Background: an optimization exercise with open tools, aiming at small area, a short achievable clock period and few clock cycles per item. Do not read the settings as production practice. At most, simulation tests tie the RTL to the original design; equivalence was not proved. Function not checked in runs 1 to 3: the RTL went through the layout flow alone. Power figures rest on the tool's default switching activity, not on a simulated workload.

===== flow/config.mk =====
export PLATFORM = sky130hd
export DESIGN_NAME = minha_fpu
export DESIGN_NICKNAME = minha_fpu
export VERILOG_FILES = /design/flow/design.v
export SDC_FILE = /design/flow/constraint.sdc
export NUM_CORES = 4
export LEC_CHECK = 0
export CAP_MARGIN = 20
export CORE_MARGIN = 2
export CORE_UTILIZATION = 40
export SETUP_SLACK_MARGIN = 2
export SLEW_MARGIN = 20

===== flow/run.sh =====
#!/bin/bash
# synth_recipe.tcl (not shown) runs the flow's synth.tcl, then flattens the netlist and writes it again
# the make line also repeats each setting of config.mk as NAME=value (left out here)
make -C /OpenROAD-flow-scripts/flow DESIGN_CONFIG=/design/flow/config.mk WORK_HOME=/design/flow/orfs CLKGATE_MAP_FILE= SYNTH_SCRIPT=/design/flow/synth_recipe.tcl finish

===== flow/design.v =====
module minha_fpu_add #(parameter int W = 8)
(
    input  logic [W-1:0] a,
    input  logic [W-1:0] b,
    input  logic         cin,
    output logic [W-1:0] s,
    output logic         cout
);
    logic [W-1:0] p, g, gg, pp;
    always_comb begin
        p  = a ^ b;
        g  = a & b;
        gg = g;
        pp = p;
        gg[0] = g[0] | (p[0] & cin);
        for (int d = 1; d < W; d = d * 2)
            for (int i = 2 * d - 1; i < W; i += 2 * d) begin
                gg[i] = gg[i] | (pp[i] & gg[i-d]);
                pp[i] = pp[i] & pp[i-d];
            end
        for (int d = (1 << ($clog2(W) - 1)); d >= 1; d = d / 2)
            for (int i = 3 * d - 1; i < W; i += 2 * d) begin
                gg[i] = gg[i] | (pp[i] & gg[i-d]);
                pp[i] = pp[i] & pp[i-d];
            end
        s    = p ^ {gg[W-2:0], cin};
        cout = gg[W-1];
    end
endmodule
module minha_fpu
(
    input logic clock_100KHz,
    input logic reset,
    input logic start,
    input logic [31:0] op_A_in,
    input logic [31:0] op_B_in,
    output logic [3:0] status_out,
    output logic [31:0] data_out,
    output logic done
);
    logic        sA, sB;
    logic [9:0]  eA, eB;
    logic [20:0] fA, fB;
    assign sA = op_A_in[31];
    assign sB = op_B_in[31];
    assign eA = op_A_in[30:21];
    assign eB = op_B_in[30:21];
    assign fA = op_A_in[20:0];
    assign fB = op_B_in[20:0];
    logic zA, zB, mA, mB, nan_res;
    assign zA = (op_A_in == 32'h0);
    assign zB = (op_B_in == 32'h0);
    assign mA = &eA;
    assign mB = &eB;
    assign nan_res = (mA && fA != 21'h0) || (mB && fB != 21'h0) || (mA && mB && (sA != sB));
    logic [9:0] dAB, dBA, d;
    logic       geE, leE, geM, unused0;
    minha_fpu_add #(10) u_dab (.a(eA), .b(~eB), .cin(1'b1), .s(dAB), .cout(geE));
    minha_fpu_add #(10) u_dba (.a(eB), .b(~eA), .cin(1'b1), .s(dBA), .cout(leE));
    logic [30:0] cmp_s;
    minha_fpu_add #(31) u_cmp (.a(op_A_in[30:0]), .b(~op_B_in[30:0]), .cin(1'b1), .s(cmp_s), .cout(geM));
    logic        swap, sX;
    logic [9:0]  eX;
    logic [20:0] fX, fY;
    assign swap = !geM;
    assign sX = swap ? sB : sA;
    assign fX = swap ? fB : fA;
    assign fY = swap ? fA : fB;
    assign eX = geE ? eA : eB;
    assign d  = geE ? dAB : dBA;
    logic        big, sub;
    logic [21:0] mY;
    logic [22:0] m;
    logic [9:0]  eX1;
    assign big = (d[9:5] != 5'd0) || (d[4:0] > 5'd22);
    assign mY  = {1'b1, fY} >> d[4:0];
    assign sub = sA ^ sB;
    minha_fpu_add #(23) u_add (.a({2'b01, fX}), .b({1'b0, mY} ^ {23{sub}}), .cin(sub), .s(m), .cout(unused0));
    assign eX1 = eX + 10'd1;
    logic        s_d, pass_d;
    logic [9:0]  e_d;
    logic [20:0] f_d;
    logic [1:0]  ps_d;
    always_comb begin
        pass_d = 1'b1;
        s_d = sX; e_d = eX; f_d = fX; ps_d = 2'd2;
        if (zA) begin
            s_d = sB; e_d = eB; f_d = fB; ps_d = 2'd0;
        end else if (zB) begin
            s_d = sA; e_d = eA; f_d = fA; ps_d = 2'd0;
        end else if (mA || mB) begin
            e_d = 10'h3FF;
            if (nan_res) begin
                s_d = 1'b0; f_d = 21'h1; ps_d = 2'd3;
            end else begin
                s_d = mA ? sA : sB; f_d = 21'h0; ps_d = 2'd1;
            end
        end else if (!big) begin
            pass_d = 1'b0; e_d = eX1;
        end
    end
    logic        s_q, pass_q;
    logic [9:0]  e_q;
    logic [22:0] m_q;
    logic [1:0]  ps_q;
    always_ff @(posedge clock_100KHz) begin
        if (start) begin
            s_q    <= s_d;
            pass_q <= pass_d;
            e_q    <= e_d;
            m_q    <= pass_d ? {1'b0, f_d[18:0], 1'b0, f_d[20:19]} : m;
            ps_q   <= ps_d;
        end
    end
    always_ff @(posedge clock_100KHz or negedge reset) begin
        if (!reset) done <= 1'b0;
        else if (start) done <= 1'b1;
    end
    logic [22:0] n0, n1, n2, n3, n4, n5;
    logic [4:0]  z;
    always_comb begin
        n0   = m_q;
        z[4] = !pass_q && (n0[22:7] == 16'h0);
        n1   = z[4] ? {n0[6:0], 16'h0} : n0;
        z[3] = !pass_q && (n1[22:15] == 8'h0);
        n2   = z[3] ? {n1[14:0], 8'h0} : n1;
        z[2] = !pass_q && (n2[22:19] == 4'h0);
        n3   = z[2] ? {n2[18:0], 4'h0} : n2;
        z[1] = !pass_q && (n3[22:21] == 2'h0);
        n4   = z[1] ? {n3[20:0], 2'h0} : n3;
        z[0] = !pass_q && !n4[22];
        n5   = z[0] ? {n4[21:0], 1'b0} : n4;
    end
    logic [9:0] en;
    logic       uf, unused1;
    minha_fpu_add #(10) u_en (.a(e_q), .b(~{5'd0, z}), .cin(1'b1), .s(en), .cout(unused1));
    assign uf = !pass_q && (m_q == 23'h0 || (e_q[9:5] == 5'd0 && e_q[4:0] == z));
    assign data_out = uf ? 32'h0 : {s_q, en, (pass_q ? m_q[1:0] : 2'b01), n5[21:3]};
    always_comb begin
        if (pass_q)  status_out = 4'b0001 << ps_q;
        else if (uf) status_out = 4'b0100;
        else         status_out = n5[2] ? 4'b1000 : 4'b0001;
    end
endmodule

===== flow/constraint.sdc =====
create_clock -name core_clock -period 11.0 [get_ports {clock_100KHz}]
set_input_delay 2.2000 -clock core_clock [delete_from_list [all_inputs] [get_ports {clock_100KHz}]]
set_output_delay 2.2000 -clock core_clock [all_outputs]
set_load 0.01 [all_outputs]

==> results of run 1 <==
-- flip-flops by register name (all words and copies together), names as in the netlist --
signal and flops:
ps_q 2, e_q 10, s_q 1, done 1, m_q 23, pass_q 1
-- metal layers --
metal | global-route usage (%) | part of all wire (%)
met1 | 35.9 | 45
met2 | 40.0 | 45
met3 | 2.82 | 6.7
met4 | 8.86 | 3.3
met5 | 0 | 0
-- kinds of logic (layout without fill, tap and decap cells) --
kind of cell,after synthesis,in the layout,synth area share (%)
compound gates,282,282,23.8
xor+xnor,53,53,5.58
fa+ha+maj,91,91,15.8
buf+inv,129,206,6.72
flops,38,38,13.6
mux,101,101,15.5
simple gates,336,337,18.9
-- where the power goes --
part           switching, mW  internal, mW
clock                 0.0540         0.130
sequential            0.0241         0.185
combinational          0.520         0.416
-- area by class of cell --
class / count / area [sq um]
Inverter: 70 / 272
Clock inverter: 3 / 68.8
Tap cell: 270 / 338
Multi-Input combinational cell: 864 / 6830
Timing Repair Buffer: 128 / 1260
Fill cell: 2030 / 10300
Clock buffer: 5 / 125
Sequential cell: 38 / 1140
-- per-stage QoR --
step	area, sq um	hold WS (ns)	utilization (%)	power (mW)
after floorplan	8320	0.512	-	0.822
after global placement	9570	0.454	47.1	1.10
after detailed placement	9570	0.461	47.1	1.10
after CTS	9900	0.475	48.8	1.31
after global routing	10000	0.494	49.4	1.43
final	10000	0.470	49.4	1.33
-- worst paths after layout --
path | cells past startpoint | end | start
worst max-delay path | 27 | m_q[21] | op_A_in[28]
worst min-delay path | 1 | done | done
worst max register to register | 1 | done | done
worst min register to register | 1 | done | done
max in group asynchronous | 1 | done | reset
min in group asynchronous | 1 | done | reset
-- repair_timing --
| item | CTS | global route |
|---|---|---|
| cloned | 1 | 0 |
| gates resized for setup | 17 | 30 |
| pin swaps | 3 | 2 |
| setup buffers | 7 | 1 |
| setup endpoints to repair | 6 | 5 |
-- synthesized netlist by cell type, types with 4 or more instances --
cell / count / area [sq um]
o21ai_0: 45 / 225
a211oi_1: 13 / 97.6
o221ai_1: 8 / 70.1
o31ai_1: 8 / 60.1
edfxtp_1: 37 / 1110
ha_1: 67 / 838
a22oi_1: 9 / 67.6
and2_1: 5 / 31.3
o211ai_1: 6 / 45.0
o21a_1: 5 / 37.5
buf_2: 12 / 60.1
o21ai_1: 5 / 25.0
or2_2: 4 / 25.0
a221oi_1: 24 / 210
nor2_1: 91 / 342
a221o_1: 4 / 40.0
buf_1: 6 / 22.5
nor4_1: 16 / 100
or3_1: 5 / 31.3
nand2_1: 101 / 379
o22ai_1: 4 / 25.0
xor2_1: 9 / 78.8
inv_1: 65 / 244
a211o_1: 4 / 35.0
mux2i_1: 53 / 531
a21o_1: 16 / 120
nand3_1: 36 / 180
mux4_2: 19 / 428
a21oi_1: 81 / 405
a31oi_1: 8 / 50.1
nand4_1: 16 / 100
xnor2_1: 44 / 385
mux2_2: 26 / 293
fa_1: 24 / 480
and3_1: 8 / 50.1
buf_4: 4 / 30.0
nand2b_1: 7 / 43.8
nor3_1: 25 / 125
clkbuf_1: 33 / 124
nor2b_1: 7 / 43.8
==> impl_metrics.ini, run 1 <==
[timing]
period_needed_ns = 8.71
worstMarginPinSlew_ns = 0.939
finalCritPeriodShare_pct = 79.1
clock_skew_ns = 0
fin_tns_setup_ns = 0
rsz0062_at_grt = true
fin_ws_ns = 2.29
setup_violations = 0
finalMaxSlewViolations = 0
fmax_mhz = 115
hold_viol = 0
slew_headroom_pct = 37.4

[hold_path]
min_path_type = flip-flop to flip-flop

[floorplanning]
std_cell_rows = 52
die_w_um = 148
start_util_pct = 41.0
dieArea_sq_um = 22000
core_area_sq_um = 20300
ios = 104
die_y_um = 148

[clock_network]
tritoncts = done
cts.clk_slew.worst_paths_ns = 0.05
cts_sinks = 38
clock_latency_ns = 0.28
htree_levels = 2
cts_buffer_depth = 2
root_buffer = clkbuf_16
cts.hold.buffers_added = 0
cts_buffers = 5

[global_route]
track_usage_pct = 25.3
overflow = 0
antenna_found_initial = 0
grt_pass1_wl_um = 44200
first_global_vias = 7982
grt_max_degree = 44

[drt]
drtIter0Drc = 806
dr.pass1.iters = 6
viasPerCell = 6.12
num_vias = 8429
ant_nets = 0
wl_per_cell_um = 20.5
routed_wirelength_um = 28200
remaining_drc_errors = 0

[worst_setup_path]
cpMostUsedCell = a21o_1
cp-start-kind = input pin
regToRegSetupSlack_ns = 10.23
cpMaxStageDelayCell = clkdlybuf4s50_1
slowest_delay_ns = 0.67
cp.arrival_ns = 8.71
crit_required_ns = 11.01
critPathBufInv = 3
crit_path_end_kind = flip-flop
cp_max_fo = 21
critPathKind = input pin to flip-flop
crit_family = compound AO/OA/AOI/OAI gates

[flow_run]
maxCapViolCount = 0

[layout]
layout.nets = 1265
drive_gt1_share_pct = 11.8
final_cells = 1378
layout_common_cells = nand2_1 (101), nor2_1 (89), clkdlybuf4s50_1 (88)
diodes = 0
syn2layout_area_growth_pct = 20.5
final_common_cell = nand2_1

[synthesis]
ys_seq_area_share_pct = 13.6
synth_warnings = 4
synth_flop_cell = edfxtp_1
synth_seq_cells = 38
synthesis.nets = 1188
synth-async-reset-ratio_pct = 2.63
avgSynthCellArea_sq_um = 8.08
ys_types = 85
syn_inst = 1030
syn_area_sq_um = 8320
synth_edf_count = 37

[power_and_ir_drop]
leakagePower_nw = 4.11
power_density_nw_per_um2 = 133
ir_drop_v = 0.0000604

[place]
routabilityCongestion = 0.986
preCtsSetupSlack_ns = 1.03
io_buffers = 103
dp_cells = 1361
dp_hpwl_um = 22500

[status]
status = finished clean
==> run 2: changes to the inputs <==
--- a/flow/config.mk
+++ b/flow/config.mk
@@ -8,5 +8,5 @@
 export CAP_MARGIN = 20
 export CORE_MARGIN = 2
 export CORE_UTILIZATION = 40
-export SETUP_SLACK_MARGIN = 2
+export SETUP_SLACK_MARGIN = 1
 export SLEW_MARGIN = 20
==> run 2 against run 1 <==
Against the previous run:
- design area is 2.0% lower
- critical path depth is 2 lower
- global-route usage is 0.13 points lower
- critical path type unchanged
==> impl_metrics.ini, run 2 <==
[worst_setup_path]
slowest_delay_ns = 0.69
crit_path_end_kind = flip-flop
cp_max_fo = 21
crit_family = compound AO/OA/AOI/OAI gates
cp-start-kind = input pin
crit_required_ns = 11.01
critPathKind = input pin to flip-flop
r2r-start = done
critPathBufInv = 2
cpMostUsedCell = a21oi_1
cp.arrival_ns = 9.47
cpMaxStageDelayCell = clkdlybuf4s50_1
worstSetupStartpoint = op_A_in[27]

[layout]
drive_gt1_share_pct = 10.2
final_util_pct = 48.5
final_cells = 1376
layout_common_cells = clkdlybuf4s50_1 (102), nand2_1 (101), nor2_1 (91)
layout.nets = 1263
stdcell_area_sq_um = 9840
reg_top3 = m_q: 23 flops, e_q: 10 flops, ps_q: 2 flops
diodes = 0
syn2layout_area_growth_pct = 18.2
final_common_cell = clkdlybuf4s50_1
largest_register_ffs = 23
regMostFlops = m_q
n_fill_cell = 2043

[clock_network]
htree_levels = 2
cts_buffers = 5
cts.hold.buffers_added = 0
cts.clk_slew.worst_paths_ns = 0.05
clock_latency_ns = 0.28
cts_sinks = 38
root_buffer = clkbuf_16
cts_buffer_depth = 2
tritoncts = done

[global_route]
first_global_vias = 7927
antenna_found_initial = 0
grt_pass1_wl_um = 44000
overflow = 0
grt_max_degree = 44
track_usage_pct = 25.2

[timing]
fin_ws_ns = 1.54
finalCritPeriodShare_pct = 86.0
setup_violations = 0
finalMaxSlewViolations = 0
hold_viol = 0
rsz0062_at_grt = false
fmax_mhz = 106
worstMarginPinSlew_ns = 0.936
slew_headroom_pct = 37.6
period_needed_ns = 9.46
clock_skew_ns = 0
fin_tns_setup_ns = 0
holdWs_ns = 0.470

[floorplanning]
dieArea_sq_um = 22000
std_cell_rows = 52
die_y_um = 148
core_area_sq_um = 20300
ios = 104
start_util_pct = 41.0
die_w_um = 148

[place]
dp_hpwl_um = 22500
io_buffers = 103
place_area_sq_um = 9570
preCtsSetupSlack_ns = 1.03
dp_cells = 1361
routabilityCongestion = 0.986

[drt]
drtIter0Drc = 868
viasPerCell = 6.11
routed_wirelength_um = 28000
remaining_drc_errors = 0
num_vias = 8408
wl_per_cell_um = 20.4
dr.pass1.iters = 5
ant_nets = 0

[power_and_ir_drop]
power_density_nw_per_um2 = 133
power_mw = 1.31
leakagePower_nw = 3.96
ir_drop_v = 0.0000593

[synthesis]
syn_inst = 1030
synth_largest_area_cell = edfxtp_1
synth-async-reset-ratio_pct = 2.63
avgSynthCellArea_sq_um = 8.08
yosys-top-cells-area = edfxtp_1 (13%), ha_1 (10%), mux2i_1 (6.4%)
synth_flop_cell = edfxtp_1
synth.most_common_cell = nand2_1
synth_seq_cells = 38
syn_area_sq_um = 8320
yosysTopAreaCellShare_pct = 13.3
synth.cells.most_frequent = nand2_1 (101), nor2_1 (91), a21oi_1 (81)
synthesis.nets = 1188
ys_seq_area_share_pct = 13.6
ys_types = 85
synth_edf_count = 37
synth_warnings = 4

[status]
status = finished clean

[hold_path]
min_path_type = flip-flop to flip-flop
hp-start = done

[flow_run]
maxCapViolCount = 0
==> run 2: cell counts after synthesis <==
No cell type changed its count.
==> run 2: cell families after synthesis <==
logic type,after synthesis,synth area share [%]
AOI/OAI and AO/OA,282,23.8
xor gates and xnor gates,53,5.58
adders and majority gates,91,15.8
buffers and inverters,129,6.72
DFF,38,13.6
muxes,101,15.5
and+or+nand+nor,336,18.9
==> run 2: layout make-up <==
cell class	instances	area (sq um)	share of cell area (%)
Timing Repair Buffer	126	1210	12.3
Clock buffer	5	125	1.27
Clock inverter	3	68.8	0.699
Multi-Input combinational cell	864	6690	68.0
Sequential cell	38	1140	11.5
Tap cell	270	338	3.43
Inverter	70	270	2.75
==> run 2: per-layer routing <==
metal | up-vias | share of wire (%) | global-route usage [%]
met5 | - | 0 | 0
met4 | 0 | 3.2 | 8.90
met3 | 50 | 7.1 | 2.79
met2 | 384 | 45 | 39.6
met1 | 3954 | 45 | 35.9
li1 | 4020 | - | -
==> run 2: power breakdown <==
group | switching [mW] | internal [mW] | total, mW
Sequential | 0.0241 | 0.185 | 0.209
Clock | 0.0541 | 0.130 | 0.184
Combinational | 0.509 | 0.403 | 0.912
Total | 0.587 | 0.718 | 1.31
==> run 2: repair_timing <==
action | CTS | global route
buffers inserted | 0 | 6
gates resized for setup | 0 | 2
setup endpoints to repair | 0 | 4
==> run 2: worst paths after layout <==
check | slack [ns] | cells after the start | end
worst min-delay path | 0.47 | 1 | done
worst max-delay path | 1.54 | 25 | m_q[21]
worst min register to register | 0.47 | 1 | done
min in group asynchronous | 2.06 | 1 | done
worst max register to register | 10.23 | 1 | done
max in group asynchronous | 8.84 | 1 | done
==> run 3: changes to the inputs <==
--- a/flow/config.mk
+++ b/flow/config.mk
@@ -8,5 +8,5 @@
 export CAP_MARGIN = 20
 export CORE_MARGIN = 2
 export CORE_UTILIZATION = 40
-export SETUP_SLACK_MARGIN = 1
+export SETUP_SLACK_MARGIN = 3
 export SLEW_MARGIN = 20
==> run 3 against run 2 <==
Against the previous run:
- still clean on timing, DRC and antenna
- global-route usage increased by 1.1 points
- non-clock buffer count increased by 33
- cell count increased by 2.5%
- critical endpoint unchanged
==> impl_metrics.ini, run 3 <==
[synthesis]
ys_seq_area_share_pct = 13.6
synth_largest_area_cell = edfxtp_1
synth_edf_count = 37
synth_flop_cell = edfxtp_1
syn_area_sq_um = 8320
synth_warnings = 4
yosys-top-cells-area = edfxtp_1 (13%), ha_1 (10%), mux2i_1 (6.4%)
synth.cells.most_frequent = nand2_1 (101), nor2_1 (91), a21oi_1 (81)
syn_inst = 1030
yosysTopAreaCellShare_pct = 13.3
synth_seq_cells = 38
synthesis.nets = 1188
ys_types = 85
synth.most_common_cell = nand2_1
synth-async-reset-ratio_pct = 2.63
avgSynthCellArea_sq_um = 8.08

[timing]
finalCritPeriodShare_pct = 71.9
fmax_mhz = 126
finalMaxSlewViolations = 0
period_needed_ns = 7.91
slew_headroom_pct = 35.8
hold_viol = 0
worstMarginPinSlew_ns = 0.963
clock_skew_ns = 0
setup_violations = 0
fin_tns_setup_ns = 0
rsz0062_at_grt = true

[worst_setup_path]
cpMaxStageDelayCell = mux4_2
cp_max_fo = 6
crit_required_ns = 11.01
cpMostUsedCell = a21o_1
r2r-end = done
crit_path_end = m_q[21]
slowest_delay_ns = 0.50
ff2ff_path_depth = 1
critPathKind = input pin to flip-flop
crit_path_end_kind = flip-flop
worstSetupStartpoint = op_B_in[21]
regToRegSetupSlack_ns = 10.22
r2r-start = done
cp-start-kind = input pin
cp.arrival_ns = 7.93

[drt]
num_vias = 8603
dr.pass1.iters = 5
viasPerCell = 6.10
remaining_drc_errors = 0
wl_per_cell_um = 20.9
ant_nets = 0
drtIter0Drc = 738
routed_wirelength_um = 29500

[layout]
final_common_cell = nand2_1
reg_top3 = m_q: 23 flops, e_q: 10 flops, ps_q: 2 flops
layout_common_cells = nand2_1 (97), nor2_1 (87), a21oi_1 (66)
syn2layout_area_growth_pct = 27.1
diodes = 0
largest_register_ffs = 23
n_fill_cell = 1942
stdcell_area_sq_um = 10600
drive_gt1_share_pct = 25.0
layout.nets = 1298
regMostFlops = m_q

[place]
routabilityCongestion = 1.01
dp_hpwl_um = 22600
io_buffers = 103
place_area_sq_um = 9600

[floorplanning]
dieArea_sq_um = 22000
die_w_um = 148
die_y_um = 148
ios = 104
std_cell_rows = 52
core_area_sq_um = 20300
start_util_pct = 41.0

[clock_network]
tritoncts = done
cts_sinks = 38
cts.hold.buffers_added = 0
htree_levels = 2
clock_latency_ns = 0.28
cts_buffer_depth = 2
root_buffer = clkbuf_16
cts.clk_slew.worst_paths_ns = 0.06
cts_buffers = 5

[hold_path]
min_path_type = flip-flop to flip-flop

[status]
status = finished clean

[flow_run]
maxCapViolCount = 0

[power_and_ir_drop]
ir_drop_v = 0.0000638
power_density_nw_per_um2 = 135
leakagePower_nw = 4.23

[global_route]
antenna_found_initial = 0
track_usage_pct = 26.3
first_global_vias = 8216
grt_pass1_wl_um = 46100
grt_max_degree = 44
overflow = 0
-- run 3: cell types whose count changed in the layout (fill, tap and decap cells not counted), sizes merged --
cell	before	now
clkbuf	5	26
clkdlybuf4s50	102	40
inv	70	69
clkdlybuf4s18	0	2
dlygate4sd2	0	7
nor2	93	92
mux2	27	30
clkdlybuf4s15	0	15
buf	24	74
clkinvlp	0	1
-- run 3: where the power goes --
group          switching [mW]  internal [mW]
Clock                  0.0561          0.130
Sequential             0.0246          0.185
Combinational           0.560          0.471
-- run 3: layout make-up --
cell class                 count  area (sq um)  area share (%)
clock buffer                   5           125            1.18
clock inverter                 3          68.8           0.651
inverter                      70           282            2.66
multi-input combinational    866          7280            68.8
sequential                    38          1140            10.7
tap                          270           338            3.19
timing repair buffer         159          1350            12.7
-- run 3: routing by layer --
| metal | share of wire (%) | routed length [um] | vias to the layer above | GRT usage, % |
|---|---|---|---|---|
| met5 | 0 | 0 | - | 0 |
| met4 | 3.3 | 971 | 0 | 8.43 |
| met3 | 6.6 | 1960 | 80 | 3.53 |
| met2 | 46 | 13500 | 368 | 43.1 |
| met1 | 44 | 13000 | 4062 | 36.0 |
| li1 | - | - | 4093 | - |
-- run 3: logic make-up after synthesis --
| logic type | share of synthesized area (%) |
|---|---|
| AND/OR/NAND/NOR | 18.9 |
| AO/OA/AOI/OAI | 23.8 |
| buffers and inverters | 6.72 |
| multiplexers | 15.5 |
| adder cells (fa/ha/maj) | 15.8 |
| XOR/XNOR | 5.58 |
| flip-flops | 13.6 |
-- run 3: how the worst min path moves through the flow --
| stage | start | to | slack, ns | cells past startpoint |
|---|---|---|---|---|
| 3_3_place_gp | done | done | 0.47 | 1 |
| 3_5_place_dp | done | done | 0.46 | 1 |
| 5_1_grt | done | done | 0.50 | 1 |
| 4_1_cts | done | done | 0.48 | 1 |
| 6_report | done | done | 0.48 | 1 |
| 2_1_floorplan | done | done | 0.51 | 1 |
-- run 3: critical path: cells and delay by family --
kind                       cells  cell delay [ns]
AOI/OAI and AO/OA             16             2.76
adders and majority gates      3             0.96
buffers and inverters          3             0.54
and+or+nand+nor                3             0.51
muxes                          1             0.50
xor gates and xnor gates       3             0.44
-- run 3: metrics by stage --
step | worst slack [ns] | power (mW) | cells | utilization (%) | hold WS (ns)
5_1_grt | 2.80 | 1.53 | 1411 | 52.1 | 0.496
2_1_floorplan | 3.00 | 0.831 | 1030 | - | 0.512
6_report | 3.09 | 1.43 | 1411 | 52.1 | 0.477
3_5_place_dp | 1.24 | 1.11 | 1362 | 47.3 | 0.463
3_3_place_gp | 1.40 | 1.11 | 1362 | 47.3 | 0.472
4_1_cts | 2.99 | 1.37 | 1393 | 51.0 | 0.476
-- run 3: repair_timing --
action,in CTS,in global routing
resized for setup,209,125
cloned,3,0
pin swaps,15,36
buffers inserted,20,18
endpoints found under the setup margin,42,30
==> run 4: changes to the inputs <==
--- a/flow/design.v
+++ b/flow/design.v
@@ -6,6 +6,7 @@
     output logic [W-1:0] s,
     output logic         cout
 );
+    localparam int TOP = (W > 16) ? 16 : (W > 8) ? 8 : (W > 4) ? 4 : (W > 2) ? 2 : 1;
     logic [W-1:0] p, g, gg, pp;
     always_comb begin
         p  = a ^ b;
@@ -18,7 +19,7 @@
                 gg[i] = gg[i] | (pp[i] & gg[i-d]);
                 pp[i] = pp[i] & pp[i-d];
             end
-        for (int d = (1 << ($clog2(W) - 1)); d >= 1; d = d / 2)
+        for (int d = TOP; d >= 1; d = d / 2)
             for (int i = 3 * d - 1; i < W; i += 2 * d) begin
                 gg[i] = gg[i] | (pp[i] & gg[i-d]);
                 pp[i] = pp[i] & pp[i-d];
--- a/flow/config.mk
+++ b/flow/config.mk
@@ -5,6 +5,7 @@
 export SDC_FILE = /design/flow/constraint.sdc
 export NUM_CORES = 4
 export LEC_CHECK = 0
+export ABC_AREA = 1
 export CAP_MARGIN = 20
 export CORE_MARGIN = 2
 export CORE_UTILIZATION = 40
==> run 4 against run 3 <==
Against the previous run:
- still clean
- fmax rose by 1.7%
- total power fell by 6.4%
- count of clock-buffer cells in the layout stayed put
- utilization shrank 1.6 points
- clock skew unchanged
- design area decreased by 0.57%
- routed wire length up 1.1%
- critical path type unchanged
- critical endpoint unchanged
- largest power group unchanged
- highest routed layer unchanged
==> impl_metrics.ini, run 4 <==
[floorplanning]
core_area_sq_um = 20800
ios = 104
start_util_pct = 40.5
dieArea_sq_um = 22200
die_w_um = 149
std_cell_rows = 53
die_y_um = 149

[flow_run]
maxCapViolCount = 0

[place]
place_area_sq_um = 9540
dp_hpwl_um = 23300
routabilityCongestion = 0.958
dp_cells = 1728
io_buffers = 103
preCtsSetupSlack_ns = 1.47

[worst_setup_path]
worstSetupStartpoint = op_B_in[29]
crit_path_end_kind = flip-flop
cp_max_fo = 13
r2r-end = done
critPathBufInv = 6
slowest_delay_ns = 0.67
crit_family = buffers and inverters
ff2ff_path_depth = 1
regToRegSetupSlack_ns = 10.22
critPathKind = input pin to flip-flop
cp.arrival_ns = 7.78
cpMostUsedCell = nand3_1
cpMaxStageDelayCell = clkdlybuf4s50_1
crit_required_ns = 11.00
cp-start-kind = input pin
r2r-start = done

[clock_network]
cts_buffer_depth = 2
tritoncts = done
root_buffer = clkbuf_16
cts_sinks = 38
cts.hold.buffers_added = 0
htree_levels = 2
cts.clk_slew.worst_paths_ns = 0.06
cts_buffers = 5
clock_latency_ns = 0.28

[global_route]
grt_max_degree = 59
overflow = 0
antenna_found_initial = 0
track_usage_pct = 26.2
grt_pass1_wl_um = 46300
first_global_vias = 8843

[layout]
n_fill_cell = 2239
layout_common_cells = nand2_1 (447), nand3_1 (151), inv_1 (125)
final_cells = 1772
stdcell_area_sq_um = 10500
largest_register_ffs = 23
diodes = 0
final_common_cell = nand2_1
drive_gt1_share_pct = 10.9
regMostFlops = m_q
layout.nets = 1654
syn2layout_area_growth_pct = 24.8
reg_top3 = m_q: 23 flops, e_q: 10 flops, ps_q: 2 flops

[timing]
slew_headroom_pct = 42.3
hold_viol = 0
fin_ws_ns = 3.22
finalMaxSlewViolations = 0
setup_violations = 0
period_needed_ns = 7.78
fmax_mhz = 129
rsz0062_at_grt = true
worstMarginPinSlew_ns = 0.863
clock_skew_ns = 0
fin_tns_setup_ns = 0
finalCritPeriodShare_pct = 70.7

[synthesis]
synth_seq_cells = 38
ys_seq_area_share_pct = 13.5
synth-async-reset-ratio_pct = 2.63
synth_warnings = 4
yosys-top-cells-area = nand2_1 (20%), edfxtp_1 (13%), ha_1 (9.9%)
yosysTopAreaCellShare_pct = 20.5
ys_types = 52
synthesis.nets = 1561
syn_area_sq_um = 8430
avgSynthCellArea_sq_um = 6.01
syn_inst = 1403
synth_flop_cell = edfxtp_1
synth_largest_area_cell = nand2_1
synth.cells.most_frequent = nand2_1 (460), nand3_1 (159), inv_1 (143)
synth_edf_count = 37
synth.most_common_cell = nand2_1

[power_and_ir_drop]
leakagePower_nw = 5.36
power_mw = 1.34
power_density_nw_per_um2 = 127
ir_drop_v = 0.0000537

[drt]
wl_per_cell_um = 16.8
num_vias = 9659
dr.pass1.iters = 5
ant_nets = 0
routed_wirelength_um = 29800
remaining_drc_errors = 0
viasPerCell = 5.45
drtIter0Drc = 812

[hold_path]
hold_depth = 1
whs_endpoint = done
hp-start = done
min_path_type = flip-flop to flip-flop

[status]
status = finished clean
==> run 4: how the worst max path moves through the flow <==
stage / endpoint / cells after the start / slack (ns)
after floorplan: m_q[21] / 34 / 3.51
after global placement: m_q[21] / 44 / 1.61
after detailed placement: m_q[21] / 44 / 1.47
after CTS: m_q[21] / 39 / 2.96
after global routing: m_q[21] / 35 / 2.91
final: m_q[21] / 31 / 3.22
==> run 4: cells by family (layout without fill, tap and decap cells) <==
family,count (synthesis),after routing,synth area share [%]
adder cells (fa/ha/maj),91,91,15.7
AO/OA/AOI/OAI,211,211,14.8
AND/OR/NAND/NOR,805,808,41.0
buffers and inverters,221,312,11.1
flip-flops,38,38,13.5
XOR/XNOR,37,37,3.94
==> run 4: metal layers <==
metal  up-vias  track usage (%)  wire, um
li1       4840                -         -
met1      4465             37.2     13600
met2       314             42.9     13700
met3        40             1.68      1790
met4         0             7.29       745
met5         -                0         0
==> run 4: area by class of cell <==
type	instances	area (sq um)	share of cell area, %
clock inverter	3	68.8	0.654
timing repair inverter	4	27.5	0.262
inverter	158	611	5.80
sequential	38	1140	10.8
timing repair buffer	142	1450	13.8
multi-input combinational	1147	6760	64.2
tap	275	344	3.27
clock buffer	5	125	1.19
==> run 4: metrics by stage <==
step | hold slack [ns] | util (%)
4_1_cts | 0.476 | 48.0
6_report | 0.474 | 50.5
3_3_place_gp | 0.450 | 45.8
3_5_place_dp | 0.453 | 45.8
5_1_grt | 0.499 | 50.5
2_1_floorplan | 0.512 | -
==> run 4: where the power goes <==
| group | switching (mW) | internal [mW] |
|---|---|---|
| Clock | 0.0535 | 0.130 |
| Sequential | 0.0148 | 0.186 |
| Combinational | 0.564 | 0.388 |
| Total | 0.632 | 0.704 |
==> run 4: what timing repair did <==
| item | in CTS | in global routing |
|---|---|---|
| endpoints found under the setup margin | 45 | 39 |
| pin swaps | 7 | 26 |
| cloned | 6 | 4 |
| gates resized for setup | 44 | 123 |
| buffers inserted | 13 | 13 |
Testbench counts of run 4, summed over its fixed seeds: cycles 24,000, items 24,000.
==> run 5: changes to the inputs <==
--- a/flow/config.mk
+++ b/flow/config.mk
@@ -5,9 +5,8 @@
 export SDC_FILE = /design/flow/constraint.sdc
 export NUM_CORES = 4
 export LEC_CHECK = 0
-export ABC_AREA = 1
 export CAP_MARGIN = 20
 export CORE_MARGIN = 2
 export CORE_UTILIZATION = 40
-export SETUP_SLACK_MARGIN = 3
+export SETUP_SLACK_MARGIN = 2
 export SLEW_MARGIN = 20
==> run 5 against run 4 <==
Against the previous run:
- still clean
- synthesized area shrank 1.2%
- routed wire length shrank 5.5%
- clock skew is the same
- first-iteration DRC count shrank 0.74%
- total power shrank 0.46%
- clock power is essentially flat
- design area shrank 4.6%
- critical path type unchanged
- critical endpoint unchanged
==> impl_metrics.ini, run 5 <==
[status]
status = finished clean

[layout]
largest_register_ffs = 23
final_util_pct = 49.4
diodes = 0
reg_top3 = m_q: 23 flops, e_q: 10 flops, ps_q: 2 flops
layout.nets = 1265
final_common_cell = nand2_1
regMostFlops = m_q
stdcell_area_sq_um = 10000
syn2layout_area_growth_pct = 20.5
drive_gt1_share_pct = 11.8
final_cells = 1378
layout_common_cells = nand2_1 (101), nor2_1 (89), clkdlybuf4s50_1 (88)

[worst_setup_path]
regToRegSetupSlack_ns = 10.23
cp.arrival_ns = 8.71
cp-start-kind = input pin
cp_max_fo = 21
crit_path_end_kind = flip-flop
crit_required_ns = 11.01
worstSetupStartpoint = op_A_in[28]
r2r-start = done
critPathKind = input pin to flip-flop

[place]
place_area_sq_um = 9570
preCtsSetupSlack_ns = 1.03
dp_cells = 1361
io_buffers = 103
dp_hpwl_um = 22500
routabilityCongestion = 0.986

[drt]
wl_per_cell_um = 20.5
remaining_drc_errors = 0
viasPerCell = 6.12
routed_wirelength_um = 28200
ant_nets = 0
dr.pass1.iters = 6
num_vias = 8429
drtIter0Drc = 806

[clock_network]
cts_buffers = 5
cts.hold.buffers_added = 0
clock_latency_ns = 0.28
cts_buffer_depth = 2
htree_levels = 2
cts_sinks = 38
tritoncts = done
root_buffer = clkbuf_16
cts.clk_slew.worst_paths_ns = 0.05

[floorplanning]
core_area_sq_um = 20300
std_cell_rows = 52
die_w_um = 148
ios = 104
dieArea_sq_um = 22000
die_y_um = 148
start_util_pct = 41.0

[synthesis]
avgSynthCellArea_sq_um = 8.08
syn_inst = 1030
yosys-top-cells-area = edfxtp_1 (13%), ha_1 (10%), mux2i_1 (6.4%)
synth_warnings = 4
ys_seq_area_share_pct = 13.6
syn_area_sq_um = 8320
ys_types = 85
synth_seq_cells = 38
synth.cells.most_frequent = nand2_1 (101), nor2_1 (91), a21oi_1 (81)
synth-async-reset-ratio_pct = 2.63
yosysTopAreaCellShare_pct = 13.3
synthesis.nets = 1188
synth_largest_area_cell = edfxtp_1
synth.most_common_cell = nand2_1
synth_edf_count = 37
synth_flop_cell = edfxtp_1

[global_route]
grt_pass1_wl_um = 44200
track_usage_pct = 25.3
grt_max_degree = 44
antenna_found_initial = 0
first_global_vias = 7982
overflow = 0

[power_and_ir_drop]
power_mw = 1.33
ir_drop_v = 0.0000604
leakagePower_nw = 4.11
power_density_nw_per_um2 = 133

[timing]
period_needed_ns = 8.71
fmax_mhz = 115
setup_violations = 0
rsz0062_at_grt = true
finalCritPeriodShare_pct = 79.1
clock_skew_ns = 0
worstMarginPinSlew_ns = 0.939
hold_viol = 0
fin_tns_setup_ns = 0
fin_ws_ns = 2.29
finalMaxSlewViolations = 0
holdWs_ns = 0.470
slew_headroom_pct = 37.4

[flow_run]
maxCapViolCount = 0

[hold_path]
hp-start = done
min_path_type = flip-flop to flip-flop
run 5: layout make-up:
| cell class | count | area [sq um] |
|---|---|---|
| timing repair buffer | 128 | 1260 |
| tap | 270 | 338 |
| clock inverter | 3 | 68.8 |
| multi-input combinational | 864 | 6830 |
| clock buffer | 5 | 125 |
| sequential | 38 | 1140 |
| fill | 2030 | 10300 |
| inverter | 70 | 272 |
run 5: final timing paths:
| check | endpoint | cells after the start |
|---|---|---|
| setup / recovery | m_q[21] | 27 |
| hold / removal | done | 1 |
| setup reg to reg | done | 1 |
| hold reg to reg | done | 1 |
| max in group asynchronous | done | 1 |
| min in group asynchronous | done | 1 |
run 5: cell families after synthesis:
logic type | count (synthesis) | synth area share (%)
AND/OR/NAND/NOR | 336 | 18.9
AO/OA/AOI/OAI | 282 | 23.8
buffers and inverters | 129 | 6.72
multiplexers | 101 | 15.5
adder cells (fa/ha/maj) | 91 | 15.8
XOR/XNOR | 53 | 5.58
flip-flops | 38 | 13.6
run 5: critical path, cell delays in order:
cell	delay, ns
clkdlybuf4s50_1	0.67
inv_1	0.11
ha_1	0.40
o21a_1	0.25
o21a_1	0.20
o32ai_4	0.15
buf_12	0.16
mux2_4	0.42
mux2i_1	0.15
mux4_2	0.51
a21oi_2	0.22
o221ai_1	0.22
mux2i_1	0.18
fa_1	0.41
a21o_1	0.19
nand4_1	0.11
a21oi_1	0.11
a211oi_2	0.19
o31ai_1	0.15
nor4_2	0.30
o41ai_2	0.16
a21o_1	0.21
a21o_1	0.19
fa_1	0.43
xnor2_1	0.19
xnor2_1	0.14
a21oi_1	0.09
run 5: power breakdown:
part / leakage [nW] / internal, mW / switching (mW)
clock: 0.0940 / 0.130 / 0.0540
sequential: 0.370 / 0.185 / 0.0241
combinational: 3.64 / 0.416 / 0.520
total: 4.11 / 0.732 / 0.598
run 5: repair_timing:
item	4_1_cts	5_1_grt
resized for setup	17	30
setup endpoints to repair	6	5
cloned	1	0
setup buffers	7	1
hold endpoints to repair	0	0
pin swaps	3	2
run 5: per-layer routing:
metal	track usage (%)	part of all wire, %	vias to the layer above
met5	0	0	-
met2	40.0	45	369
li1	-	-	4014
met1	35.9	45	3988
met3	2.82	6.7	58
met4	8.86	3.3	0
==> run 6: changes to the inputs <==
==> flow/flow/run.sh (new file) <==
#!/bin/bash
# Standard ORFS layout (the standard.sh), except that the port buffers use
# sky130_fd_sc_hd__buf_1 instead of the cell buffer_ports picks by default.
set -euo pipefail
export BUFFER_PORTS_ARGS="-buffer_cell sky130_fd_sc_hd__buf_1"
bash standard.sh > standard.log 2>&1
==> flow/standard.sh (new file) <==
#!/bin/bash
# synth_recipe.tcl (not shown) runs the flow's synth.tcl, then flattens the netlist and writes it again
# the make line also repeats each setting of config.mk as NAME=value (left out here)
make -C /OpenROAD-flow-scripts/flow DESIGN_CONFIG=/design/flow/config.mk WORK_HOME=/design/flow/orfs CLKGATE_MAP_FILE= SYNTH_SCRIPT=/design/flow/synth_recipe.tcl "${@:-finish}"
removed: flow/run.sh
==> run 6 against run 5 <==
Against the previous run:
- still clean on timing, DRC and antenna
- die area unchanged
- clock skew stayed put
- cell count is 0.15% lower
- critical path depth is the same
- critical path type unchanged
- critical endpoint unchanged
- largest power group unchanged
- highest routed layer unchanged
==> impl_metrics.ini, run 6 <==
[synthesis]
synthesis.nets = 1188
synth.most_common_cell = nand2_1
synth_seq_cells = 38
syn_inst = 1030
synth.cells.most_frequent = nand2_1 (101), nor2_1 (91), a21oi_1 (81)
synth_warnings = 4
synth-async-reset-ratio_pct = 2.63
synth_flop_cell = edfxtp_1
ys_types = 85
syn_area_sq_um = 8320
ys_seq_area_share_pct = 13.6
synth_largest_area_cell = edfxtp_1
yosys-top-cells-area = edfxtp_1 (13%), ha_1 (10%), mux2i_1 (6.4%)
avgSynthCellArea_sq_um = 8.08
yosysTopAreaCellShare_pct = 13.3
synth_edf_count = 37

[worst_setup_path]
cp_max_fo = 18
cp.arrival_ns = 8.68
r2r-start = done
critPathKind = input pin to flip-flop
crit_required_ns = 10.99
cpMaxStageDelayCell = mux4_2
critPathBufInv = 4
slowest_delay_ns = 0.51
crit_family = compound AO/OA/AOI/OAI gates
cpMostUsedCell = a21oi_1
crit_path_end_kind = flip-flop
worstSetupStartpoint = op_A_in[24]
cp-start-kind = input pin

[layout]
final_common_cell = nand2_1
largest_register_ffs = 23
regMostFlops = m_q
reg_top3 = m_q: 23 flops, e_q: 10 flops, ps_q: 2 flops
drive_gt1_share_pct = 11.8
layout.nets = 1263
diodes = 0
syn2layout_area_growth_pct = 12.1
layout_common_cells = nand2_1 (101), buf_1 (97), nor2_1 (90)
n_fill_cell = 2109

[place]
routabilityCongestion = 1.00
dp_hpwl_um = 22300
io_buffers = 103

[drt]
remaining_drc_errors = 0
wl_per_cell_um = 20.5
num_vias = 8498
dr.pass1.iters = 7
ant_nets = 0
viasPerCell = 6.18
drtIter0Drc = 832
routed_wirelength_um = 28200

[power_and_ir_drop]
p_int_mw = 0.678
combPwrFrac_pct = 69.1
ir_drop_v = 0.0000587
seqPwrFrac_pct = 16.4
sw_frac_of_total_pct = 46.9
power.switching_mw = 0.598
clkPwrFrac_pct = 14.5
power_density_nw_per_um2 = 137
leakagePower_nw = 3.74

[status]
status = finished clean

[clock_network]
tritoncts = done
htree_levels = 2
cts.clk_slew.worst_paths_ns = 0.05
cts_buffers = 5
cts_buffer_depth = 2
root_buffer = clkbuf_16
cts_sinks = 38
cts.hold.buffers_added = 0
clock_latency_ns = 0.28

[timing]
finalMaxSlewViolations = 0
slew_headroom_pct = 35.5
setup_violations = 0
hold_viol = 0
clock_skew_ns = 0
period_needed_ns = 8.69
finalCritPeriodShare_pct = 79.0
holdWs_ns = 0.467
fin_tns_setup_ns = 0
worstMarginPinSlew_ns = 0.967
rsz0062_at_grt = false
fmax_mhz = 115

[hold_path]
min_path_type = flip-flop to flip-flop
hp-start = done

[floorplanning]
std_cell_rows = 52
ios = 104
start_util_pct = 41.0
die_y_um = 148
die_w_um = 148
core_area_sq_um = 20300
dieArea_sq_um = 22000

[global_route]
overflow = 0
grt_max_degree = 44
antenna_found_initial = 0
first_global_vias = 8003
track_usage_pct = 25.3
grt_pass1_wl_um = 44700

[flow_run]
maxCapViolCount = 0
-- run 6: cell counts after synthesis --
No cell type changed its count.
-- run 6: timing repair --
item | 4_1_cts | 5_1_grt
pin swaps | 2 | 1
endpoints found under the setup margin | 2 | 4
gates resized for setup | 4 | 23
setup buffers | 7 | 2
cloned | 1 | 0
-- run 6: layout make-up --
cell class	instances	area (sq um)	share of cell area (%)
flip-flops and latches	38	1140	12.2
clock inverters	3	68.8	0.738
multi-input cells	864	6790	72.8
repair buffers	126	604	6.48
clock buffers	5	125	1.34
well taps	270	338	3.62
inverters	70	270	2.90
-- run 6: metrics by stage --
stage | power (mW) | worst slack (ns) | instance area [sq um] | util, % | instances
6_report | 1.28 | 2.31 | 9330 | 46.0 | 1376
5_1_grt | 1.38 | 1.94 | 9330 | 46.0 | 1376
4_1_cts | 1.26 | 2.06 | 9230 | 45.5 | 1374
3_5_place_dp | 1.05 | 1.35 | 8910 | 43.9 | 1358
3_3_place_gp | 1.05 | 1.54 | 8910 | 43.9 | 1358
2_1_floorplan | 0.822 | 2.83 | 8320 | - | 1030
-- run 6: metal layers --
metal  up-vias  share of wire, %  GRT usage, %  wire length [um]
li1       4006                 -             -                 -
met1      4029                45          36.5             12800
met2       409                45          39.8             12800
met3        54               6.8          2.61              1920
met4         0               2.6          7.81               722
met5         -                 0             0                 0
-- run 6: power groups by stage --
stage               registers (mW)  clock network, mW  logic [mW]
floorplan                    0.198                  0       0.623
global placement             0.212                  0       0.836
detailed placement           0.212                  0       0.841
CTS                          0.209              0.189       0.857
global route                 0.212              0.195       0.970
finish                       0.209              0.185       0.881
-- run 6: cells by family (layout without fill, tap and decap cells) --
family | Yosys count | after routing | synth area share (%)
compound gates | 282 | 282 | 23.8
xor+xnor | 53 | 53 | 5.58
fa+ha+maj | 91 | 91 | 15.8
buf+inv | 129 | 204 | 6.72
flops | 38 | 38 | 13.6
mux | 101 | 101 | 15.5
simple gates | 336 | 337 | 18.9
-- run 6: path summary, 6_finish.rpt --
| path | end | slack [ns] | depth (start not counted) |
|---|---|---|---|
| worst max-delay path | m_q[21] | 2.31 | 27 |
| worst min-delay path | done | 0.47 | 1 |
| worst max register to register | done | 10.23 | 1 |
| worst min register to register | done | 0.47 | 1 |
| max in group asynchronous | done | 9.23 | 1 |
| min in group asynchronous | done | 1.67 | 1 |
==> run 7: changes to the inputs <==
--- a/flow/config.mk
+++ b/flow/config.mk
@@ -8,5 +8,5 @@
 export CAP_MARGIN = 20
 export CORE_MARGIN = 2
 export CORE_UTILIZATION = 40
-export SETUP_SLACK_MARGIN = 2
+export SETUP_SLACK_MARGIN = 3
 export SLEW_MARGIN = 20
==> run 7 against run 6 <==
Against the previous run:
- still clean
- synthesized cell count stayed put
- die area stayed put
- combinational power is 21% higher
- first-iteration DRC count is 28% higher
- fmax is 9.7% higher
- clock skew stayed put
- synthesized area stayed put
- routed wire length is 5.8% higher
==> impl_metrics.ini, run 7 <==
[status]
status = finished clean

[layout]
layout_common_cells = nand2_1 (95), nor2_1 (87), a21oi_1 (70)
regMostFlops = m_q
n_fill_cell = 1987
drive_gt1_share_pct = 23.7
final_common_cell = nand2_1
largest_register_ffs = 23
layout.nets = 1316
syn2layout_area_growth_pct = 23.8
diodes = 0
stdcell_area_sq_um = 10300
reg_top3 = m_q: 23 flops, e_q: 10 flops, ps_q: 2 flops

[synthesis]
synth.most_common_cell = nand2_1
synth_edf_count = 37
synth-xor-area-share_pct = 5.58
ys_types = 85
synth_flop_cell = edfxtp_1
synth_seq_cells = 38
syn_area_sq_um = 8320
synth-async-reset-ratio_pct = 2.63
synth_warnings = 4
avgSynthCellArea_sq_um = 8.08
synth.cells.most_frequent = nand2_1 (101), nor2_1 (91), a21oi_1 (81)
synthMuxAreaShare_pct = 15.5
synth_largest_area_cell = edfxtp_1
ys_seq_area_share_pct = 13.6
syn_inst = 1030
synthAdderAreaFrac_pct = 15.8
synthSimpleGateAreaFrac_pct = 18.9
synth_compound_area_share_pct = 23.8
yosysTopAreaCellShare_pct = 13.3
synthesis.nets = 1188
synth_top_family_by_area = compound AO/OA/AOI/OAI gates
yosys-top-cells-area = edfxtp_1 (13%), ha_1 (10%), mux2i_1 (6.4%)

[worst_setup_path]
cpMaxStageDelayCell = mux4_2
crit_path_end_kind = flip-flop
slowest_delay_ns = 0.54
cp.arrival_ns = 7.94
regToRegSetupSlack_ns = 10.21
cpMostUsedCell = buf_4
crit_required_ns = 11.02
r2r-start = done
critPathKind = input pin to flip-flop
cp_max_fo = 6
cp-start-kind = input pin
ff2ff_path_depth = 1
r2r-end = done

[global_route]
grt_max_degree = 44
grtUsageMet3_pct = 3.96
gr-max-usage-layer = met2
use_met1_pct = 36.6
antenna_found_initial = 0
gr-usage-met2_pct = 40.7
overflow = 0
first_global_vias = 8214
grt_pass1_wl_um = 46000
track_usage_pct = 26.2

[clock_network]
clock_latency_ns = 0.28
cts_buffers = 5
root_buffer = clkbuf_16
tritoncts = done
cts_sinks = 38
cts.clk_slew.worst_paths_ns = 0.06
htree_levels = 2
cts.hold.buffers_added = 0
cts_buffer_depth = 2

[floorplanning]
core_area_sq_um = 20300
die_y_um = 148
std_cell_rows = 52
dieArea_sq_um = 22000
ios = 104
start_util_pct = 41.0
die_w_um = 148

[place]
dp_hpwl_um = 22200
place_area_sq_um = 8950
io_buffers = 103
routabilityCongestion = 0.999

[timing]
period_needed_ns = 7.92
hold_viol = 0
clock_skew_ns = 0
finalCritPeriodShare_pct = 72.0
slew_headroom_pct = 32.2
fin_tns_setup_ns = 0
worstMarginPinSlew_ns = 1.01
finalMaxSlewViolations = 0
setup_violations = 0
rsz0062_at_grt = true
fmax_mhz = 126

[drt]
remaining_drc_errors = 0
drtIter0Drc = 1067
num_vias = 8904
ant_nets = 0
routed_wirelength_um = 29900
viasPerCell = 6.23
dr.pass1.iters = 6
wl_per_cell_um = 20.9

[hold_path]
hp-start = done
min_path_type = flip-flop to flip-flop
whs_endpoint = done
hold_depth = 1

[power_and_ir_drop]
leakagePower_nw = 4.15
ir_drop_v = 0.0000917
power_density_nw_per_um2 = 142

[flow_run]
maxCapViolCount = 0
[run 7: kinds of logic after synthesis]
| family | after synthesis |
|---|---|
| multiplexers | 101 |
| adder cells (fa/ha/maj) | 91 |
| buffers and inverters | 129 |
| flip-flops | 38 |
| AO/OA/AOI/OAI | 282 |
| AND/OR/NAND/NOR | 336 |
| XOR/XNOR | 53 |
[run 7: layout make-up]
cell class,instances,area [sq um],area share (%)
timing repair buffer,176,1100,10.7
sequential,38,1140,11.0
tap,270,338,3.28
clock inverter,3,68.8,0.668
multi-input combinational,867,7260,70.4
inverter,70,280,2.72
clock buffer,5,125,1.21
[run 7: worst max-delay path: cells and delay by family]
family | cells | cell delay, ns
buf+inv | 23 | 2.69
xor+xnor | 2 | 0.28
mux | 3 | 0.84
simple gates | 4 | 0.47
compound gates | 5 | 0.58
fa+ha+maj | 3 | 0.86
[run 7: how the worst max path moves through the flow]
stage	start	to	slack, ns
final	op_A_in[21]	m_q[3]	3.08
after global routing	op_B_in[13]	m_q[21]	2.78
after CTS	op_A_in[21]	m_q[21]	2.95
after detailed placement	op_A_in[29]	m_q[21]	1.34
after global placement	op_A_in[29]	m_q[21]	1.52
after floorplan	op_A_in[29]	m_q[21]	3.00
[run 7: where the power goes]
part / leakage [nW] / internal, mW / total (mW) / switching [mW]
clock: 0.0940 / 0.130 / 0.184 / 0.0537
sequential: 0.370 / 0.185 / 0.210 / 0.0246
combinational: 3.68 / 0.484 / 1.07 / 0.582
total: 4.15 / 0.799 / 1.46 / 0.661
[run 7: repair_timing]
action / CTS / global route
endpoints found under the setup margin: 21 / 11
endpoints found under the hold margin: 0 / 0
pin swaps: 14 / 30
gates resized for setup: 78 / 97
cloned: 4 / 1
setup buffers: 35 / 21
[run 7: through the flow]
| step | hold slack (ns) | cells | power [mW] | setup slack (ns) | util (%) |
|---|---|---|---|---|---|
| floorplan | 0.512 | 1030 | 0.831 | 3.00 | - |
| global placement | 0.486 | 1360 | 1.05 | 1.52 | 44.1 |
| detailed placement | 0.481 | 1360 | 1.05 | 1.34 | 44.1 |
| CTS | 0.494 | 1407 | 1.36 | 2.95 | 47.9 |
| global route | 0.508 | 1429 | 1.57 | 2.78 | 50.8 |
| finish | 0.488 | 1429 | 1.46 | 3.08 | 50.8 |
[run 7: layer usage]
layer,wire (um),part of all wire [%]
met1,12500,42
met2,13400,45
met3,2820,9.4
met4,1190,4.0
met5,0,0
==> run 8: changes to the inputs <==
--- a/flow/design.v
+++ b/flow/design.v
@@ -117,20 +117,27 @@
         if (!reset) done <= 1'b0;
         else if (start) done <= 1'b1;
     end
-    logic [22:0] n0, n1, n2, n3, n4, n5;
     logic [4:0]  z;
+    logic [22:0] n5;
     always_comb begin
-        n0   = m_q;
-        z[4] = !pass_q && (n0[22:7] == 16'h0);
-        n1   = z[4] ? {n0[6:0], 16'h0} : n0;
-        z[3] = !pass_q && (n1[22:15] == 8'h0);
-        n2   = z[3] ? {n1[14:0], 8'h0} : n1;
-        z[2] = !pass_q && (n2[22:19] == 4'h0);
-        n3   = z[2] ? {n2[18:0], 4'h0} : n2;
-        z[1] = !pass_q && (n3[22:21] == 2'h0);
-        n4   = z[1] ? {n3[20:0], 2'h0} : n3;
-        z[0] = !pass_q && !n4[22];
-        n5   = z[0] ? {n4[21:0], 1'b0} : n4;
+        logic [31:0] v;
+        logic [4:0]  zz [32];
+        logic [31:0] nv;
+        logic [4:0]  nz [32];
+        v = {m_q, 9'h1FF};
+        for (int i = 0; i < 32; i++) zz[i] = 5'd0;
+        for (int w = 1; w < 32; w = w * 2) begin
+            nv = '0;
+            for (int i = 0; i < 32; i++) nz[i] = 5'd0;
+            for (int j = 0; j < 32 / (2 * w); j++) begin
+                nv[j] = v[2*j+1] | v[2*j];
+                nz[j] = v[2*j+1] ? zz[2*j+1] : (zz[2*j] | 5'(w));
+            end
+            v = nv;
+            for (int i = 0; i < 32; i++) zz[i] = nz[i];
+        end
+        z = pass_q ? 5'd0 : zz[0];
+        n5 = m_q << z;
     end
     logic [9:0] en;
     logic       uf, unused1;
==> flow/flow/run.sh (replaced) <==
#!/bin/bash
# Standard ORFS layout (the standard.sh) with two changes:
# - the port buffers use sky130_fd_sc_hd__buf_1 instead of the cell buffer_ports
#   picks by default;
# - synthesis does not extract full/half adder cells (ADDER_MAP_FILE empty), so
#   ABC maps the prefix adders of the RTL itself.
set -euo pipefail
export BUFFER_PORTS_ARGS="-buffer_cell sky130_fd_sc_hd__buf_1"
export ADDER_MAP_FILE=
bash standard.sh > standard.log 2>&1
--- a/flow/config.mk
+++ b/flow/config.mk
@@ -5,6 +5,7 @@
 export SDC_FILE = /design/flow/constraint.sdc
 export NUM_CORES = 4
 export LEC_CHECK = 0
+export ABC_AREA = 1
 export CAP_MARGIN = 20
 export CORE_MARGIN = 2
 export CORE_UTILIZATION = 40
==> run 8 against run 7 <==
Against the previous run:
- setup slack gained 0.96 ns
- hold slack lost 0.021 ns
- register-to-register slack gained 0.02 ns
- critical path type is now flip-flop to primary output
- largest power group unchanged
- cell count grew 26%
- utilization shrank 6.5 points
- routed wire length shrank 11%
- first-iteration DRC count shrank 37%
==> impl_metrics.ini, run 8 <==
[synthesis]
synth.cells.most_frequent = nand2_1 (474), nand3_1 (173), inv_1 (168)
synthesis.nets = 1549
synth_edf_count = 37
ys_seq_area_share_pct = 14.2
synth_warnings = 6
synth_flop_cell = edfxtp_1
yosys-top-cells-area = nand2_1 (22%), edfxtp_1 (14%), nand3_1 (11%)
synth.most_common_cell = nand2_1
yosysTopAreaCellShare_pct = 22.2
synth_seq_cells = 38
syn_inst = 1482
avgSynthCellArea_sq_um = 5.40
synth_largest_area_cell = nand2_1
synth-async-reset-ratio_pct = 2.63
syn_area_sq_um = 8000
ys_types = 54

[drt]
ant_nets = 0
wl_met1_um = 13000
viasPerCell = 5.35
remaining_drc_errors = 0
routed_wirelength_um = 26600
wl_met3_um = 1400
wl_per_cell_um = 14.7
dr_wl_met2_um = 11700
num_vias = 9668
highest-signal-layer = met4
drtIter0Drc = 673
dr.pass1.iters = 5

[timing]
holdWs_ns = 0.466
fmax_mhz = 144
slew_headroom_pct = 39.8
setup_violations = 0
rsz0062_at_grt = false
clock_skew_ns = 0
period_needed_ns = 6.96
worstMarginPinSlew_ns = 0.903
hold_viol = 0
finalMaxSlewViolations = 0
fin_ws_ns = 4.04
fin_tns_setup_ns = 0
finalCritPeriodShare_pct = 63.3

[floorplanning]
dieArea_sq_um = 21100
ios = 104
start_util_pct = 41.0
core_area_sq_um = 19500
die_w_um = 145
std_cell_rows = 51
die_y_um = 145

[worst_setup_path]
r2r-end = done
cpMaxStageDelayCell = a31oi_2
r2r-start = done
critPathKind = flip-flop to primary output
regToRegSetupSlack_ns = 10.23
cp_max_fo = 26
ff2ff_path_depth = 1
cp-start-kind = flip-flop
slowest_delay_ns = 0.66
cp.arrival_ns = 4.76
crit_path_end_kind = primary output
crit_required_ns = 8.80

[power_and_ir_drop]
combPwrFrac_pct = 65.9
clkPwrFrac_pct = 15.2
leakagePower_nw = 4.20
seqPwrFrac_pct = 18.9
power_density_nw_per_um2 = 121
p_int_mw = 0.510
power_mw = 1.05
ir_drop_v = 0.0000628
sw_frac_of_total_pct = 51.2
power.switching_mw = 0.536

[layout]
syn2layout_area_growth_pct = 7.98
largest_register_ffs = 23
diodes = 0
stdcell_area_sq_um = 8640
layout.nets = 1608
final_common_cell = nand2_1
drive_gt1_share_pct = 6.61
layout_common_cells = nand2_1 (474), nand3_1 (173), inv_1 (168)
regMostFlops = m_q
n_fill_cell = 2228
reg_top3 = m_q: 23 flops, e_q: 10 flops, ps_q: 2 flops

[hold_path]
whs_endpoint = done
hp-start = done
min_path_type = flip-flop to flip-flop
hold_depth = 1

[global_route]
first_global_vias = 8494
grt_max_degree = 67
antenna_found_initial = 0
grt_pass1_wl_um = 43000
track_usage_pct = 24.3
overflow = 0

[status]
status = finished clean

[clock_network]
root_buffer = clkbuf_16
cts_resized = 0
htree_levels = 2
cts_buffers = 5
cts_buffer_depth = 2
tritoncts = done
cts.hold.buffers_added = 0
cts_setup_buffers = 0
cts.clk_slew.worst_paths_ns = 0.05
cts_sinks = 38
clock_latency_ns = 0.28

[place]
dp_hpwl_um = 22000
preCtsSetupSlack_ns = 3.77
io_buffers = 103
routabilityCongestion = 0.983
place_area_sq_um = 8470

[flow_run]
maxCapViolCount = 0
## run 8: per-stage QoR
step                      utilization, %  instances
after floorplan                        -       1482
after global placement              43.4       1799
after detailed placement            43.4       1799
after CTS                           44.2       1807
after global routing                44.2       1807
final                               44.2       1807
## run 8: power by group through the flow
| stage | Combinational (mW) | Clock, mW | Sequential [mW] |
|---|---|---|---|
| finish | 0.690 | 0.159 | 0.198 |
| global route | 0.783 | 0.169 | 0.200 |
| CTS | 0.683 | 0.163 | 0.198 |
| detailed placement | 0.681 | 0 | 0.201 |
| global placement | 0.676 | 0 | 0.200 |
| floorplan | 0.536 | 0 | 0.195 |
## run 8: cell type report
class	count	area (sq um)	share of cell area (%)
Timing Repair Buffer	110	440	5.10
Multi-Input combinational cell	1200	5870	67.9
Sequential cell	38	1140	13.2
Clock buffer	7	133	1.54
Clock inverter	1	30.0	0.348
Tap cell	265	332	3.84
Inverter	186	699	8.10
## run 8: critical path: cells and delay by family, from the launching register on
kind	cells	cell delay, ns
AND/OR/NAND/NOR	13	2.05
AO/OA/AOI/OAI	6	1.28
flip-flops	1	0.38
buffers and inverters	6	0.77
## run 8: cell families after synthesis
family	after synthesis	synth area share [%]
compound gates	284	20.6
xor+xnor	25	2.74
buf+inv	244	12.7
flops	38	14.2
mux	4	0.501
simple gates	887	49.3
## run 8: worst max-delay path by stage
| stage | start | end | depth (start not counted) |
|---|---|---|---|
| after global placement | op_A_in[21] | m_q[22] | 38 |
| final | m_q[21] | data_out[30] | 25 |
| after detailed placement | op_A_in[21] | m_q[15] | 38 |
| after global routing | m_q[21] | data_out[30] | 25 |
| after CTS | op_A_in[21] | m_q[15] | 38 |
| after floorplan | m_q[21] | data_out[30] | 23 |
## run 8: layer usage
metal | GRT usage [%] | vias up
li1 | - | 5029
met1 | 35.7 | 4304
met2 | 38.8 | 302
met3 | 1.50 | 33
met4 | 6.32 | 0
met5 | 0 | -
Testbench counts of run 8, summed over its fixed seeds: cycles 24,000, items 24,000.
==> run 9: changes to the inputs <==
--- a/flow/config.mk
+++ b/flow/config.mk
@@ -9,5 +9,5 @@
 export CAP_MARGIN = 20
 export CORE_MARGIN = 2
 export CORE_UTILIZATION = 40
-export SETUP_SLACK_MARGIN = 3
+export SETUP_SLACK_MARGIN = 4.5
 export SLEW_MARGIN = 20
==> run 9 against run 8 <==
Against the previous run:
- cell count increased by 1.2%
- clock power about the same
- synthesized area unchanged
- hold slack about the same
- critical path depth increased by 9
- critical endpoint is now m_q[15]
- largest power group unchanged
- highest routed layer unchanged
==> impl_metrics.ini, run 9 <==
[status]
status = finished clean

[drt]
wl_per_cell_um = 15.3
routed_wirelength_um = 27900
drtIter0Drc = 796
num_vias = 9855
viasPerCell = 5.39
dr.pass1.iters = 5
remaining_drc_errors = 0
ant_nets = 0

[layout]
diodes = 0
drive_gt1_share_pct = 8.77
regMostFlops = m_q
largest_register_ffs = 23
layout_common_cells = nand2_1 (470), nand3_1 (172), inv_1 (167)
final_common_cell = nand2_1
syn2layout_area_growth_pct = 11.9
layout.nets = 1629
final_cells = 1828
n_fill_cell = 2195
reg_top3 = m_q: 23 flops, e_q: 10 flops, ps_q: 2 flops
stdcell_area_sq_um = 8950

[floorplanning]
std_cell_rows = 51
ios = 104
start_util_pct = 41.0
core_area_sq_um = 19500
dieArea_sq_um = 21100
die_y_um = 145
die_w_um = 145

[place]
dp_hpwl_um = 22000
preCtsSetupSlack_ns = 3.77
routabilityCongestion = 0.983
io_buffers = 103
dp_cells = 1799
place_area_sq_um = 8470

[synthesis]
ys_seq_area_share_pct = 14.2
yosysTopAreaCellShare_pct = 22.2
syn_area_sq_um = 8000
avgSynthCellArea_sq_um = 5.40
synth.most_common_cell = nand2_1
ys_types = 54
synth-async-reset-ratio_pct = 2.63
synth_edf_count = 37
synth_flop_cell = edfxtp_1
syn_inst = 1482
synthesis.nets = 1549
synth_warnings = 6
synth_largest_area_cell = nand2_1
yosys-top-cells-area = nand2_1 (22%), edfxtp_1 (14%), nand3_1 (11%)
synth_seq_cells = 38
synth.cells.most_frequent = nand2_1 (474), nand3_1 (173), inv_1 (168)

[timing]
fmax_mhz = 161
worstMarginPinSlew_ns = 0.884
finalCritPeriodShare_pct = 56.4
hold_viol = 0
period_needed_ns = 6.20
clock_skew_ns = 0
finalMaxSlewViolations = 0
slew_headroom_pct = 41.0
holdWs_ns = 0.466
fin_tns_setup_ns = 0
fin_ws_ns = 4.80
rsz0062_at_grt = false
setup_violations = 0

[worst_setup_path]
critPathKind = input pin to flip-flop
regToRegSetupSlack_ns = 10.23
crit_required_ns = 11.03
cpMaxStageDelayCell = o21ai_2
cp-start-kind = input pin
r2r-start = done
slowest_delay_ns = 0.33
r2r-end = done
cp_max_fo = 8
crit_path_end_kind = flip-flop
cpMostUsedCell = nand2_1
ff2ff_path_depth = 1
cp.arrival_ns = 6.23

[global_route]
track_usage_pct = 24.5
antenna_found_initial = 0
overflow = 0
grt_max_degree = 67
grt_pass1_wl_um = 43300
first_global_vias = 8520

[flow_run]
maxCapViolCount = 0

[clock_network]
root_buffer = clkbuf_16
cts.hold.buffers_added = 0
cts_buffer_depth = 2
cts.clk_slew.worst_paths_ns = 0.05
clock_latency_ns = 0.28
htree_levels = 2
tritoncts = done
cts_buffers = 5
cts_sinks = 38

[hold_path]
hold_depth = 1
min_path_type = flip-flop to flip-flop
whs_endpoint = done
hp-start = done

[power_and_ir_drop]
power_density_nw_per_um2 = 121
ir_drop_v = 0.0000629
leakagePower_nw = 4.34
run 9: cell counts after synthesis:
Identical to the previous run, type by type.
run 9: how the worst max path moves through the flow:
stage	from	endpoint	cells past startpoint
finish	op_A_in[28]	m_q[15]	34
global route	m_q[21]	data_out[30]	25
CTS	op_A_in[22]	m_q[15]	36
detailed placement	op_A_in[21]	m_q[15]	38
global placement	op_A_in[21]	m_q[22]	38
floorplan	m_q[21]	data_out[30]	23
run 9: metrics by stage:
stage | utilization [%] | power (mW)
after global routing | 45.8 | 1.18
after CTS | 44.4 | 1.05
after detailed placement | 43.4 | 0.881
final | 45.8 | 1.08
after floorplan | - | 0.731
after global placement | 43.4 | 0.875
run 9: repair_timing:
action                                  in CTS  in global routing
pin swaps                                    2                  5
gates resized for setup                      4                 29
endpoints found under the setup margin      40                 45
buffers inserted                             1                 13
gates cloned                                 1                  6
run 9: area by class of cell:
class                           count  area [sq um]  area share, %
Inverter                          186           716           8.00
Timing Repair Buffer              124           569           6.36
Clock buffer                        7           133           1.48
Clock inverter                      1          30.0          0.336
Multi-Input combinational cell   1206          6030           67.4
Sequential cell                    38          1140           12.7
Timing Repair inverter              1          5.00         0.0559
Tap cell                          265           332           3.71
run 9: critical path: cells and delay by family:
kind	cells	cell delay, ns
compound gates	2	0.62
simple gates	26	2.56
buf+inv	6	0.85
run 9: power breakdown:
part | switching [mW] | total, mW | internal [mW] | leakage [nW]
Sequential | 0.0138 | 0.198 | 0.184 | 0.370
Combinational | 0.488 | 0.724 | 0.235 | 3.89
Clock | 0.0520 | 0.159 | 0.107 | 0.0781
Total | 0.554 | 1.08 | 0.527 | 4.34
run 9: cells by family after synthesis:
logic type / after synthesis / synth area share (%)
xor+xnor: 25 / 2.74
compound gates: 284 / 20.6
flops: 38 / 14.2
buf+inv: 244 / 12.7
mux: 4 / 0.501
simple gates: 887 / 49.3
run 9: layer usage:
metal / vias to the layer above / part of all wire (%) / global-route usage [%]
li1: 5077 / - / -
met1: 4415 / 46 / 35.6
met2: 323 / 44 / 39.5
met3: 40 / 6.7 / 1.69
met4: 0 / 2.9 / 6.23
met5: - / 0 / 0

## port drivers added, routing unchanged
In the flow no input, the clock included, has a driving cell. The finished layouts below were timed again as built, in two steps. Step 1 sets driving cells, clkbuf_16 on the clock port and buf_2 on the other inputs (assumed; they add their load-dependent delay and slew). Step 2 also shifts input and output timing later by t, the mid clock arrival at the registers, as if the neighbouring blocks saw the same clock. a / b / c = ideal / step 1 / step 2; a / b = the first two.
| run | shift t [ns] | setup slack, ns | slew at the worst register clock pin (ns) | worst data-port slew with drivers (ns) | pins driven straight from the clock port |
|---|---|---|---|---|---|
| run 1 | 0.317 | 2.294 / 2.308 / 1.991 | 0.06 / 0.06 | 0.04 | 1 |
| run 2 | 0.317 | 1.538 / 1.554 / 1.237 | 0.06 / 0.06 | 0.04 | 1 |
| run 3 | 0.315 | 3.087 / 3.096 / 2.781 | 0.06 / 0.06 | 0.04 | 1 |
| run 4 | 0.313 | 3.222 / 3.235 / 2.922 | 0.06 / 0.06 | 0.05 | 1 |
| run 5 | 0.317 | 2.294 / 2.308 / 1.991 | 0.06 / 0.06 | 0.04 | 1 |
| run 6 | 0.315 | 2.310 / 2.319 / 2.004 | 0.06 / 0.06 | 0.03 | 1 |
| run 7 | 0.316 | 3.079 / 3.086 / 2.770 | 0.06 / 0.06 | 0.04 | 1 |
| run 8 | 0.315 | 4.035 / 3.999 / 3.887 | 0.05 / 0.05 | 0.05 | 1 |
| run 9 | 0.315 | 4.800 / 4.806 / 4.491 | 0.05 / 0.05 | 0.05 | 1 |
After both steps setup and hold are still met in every run listed.
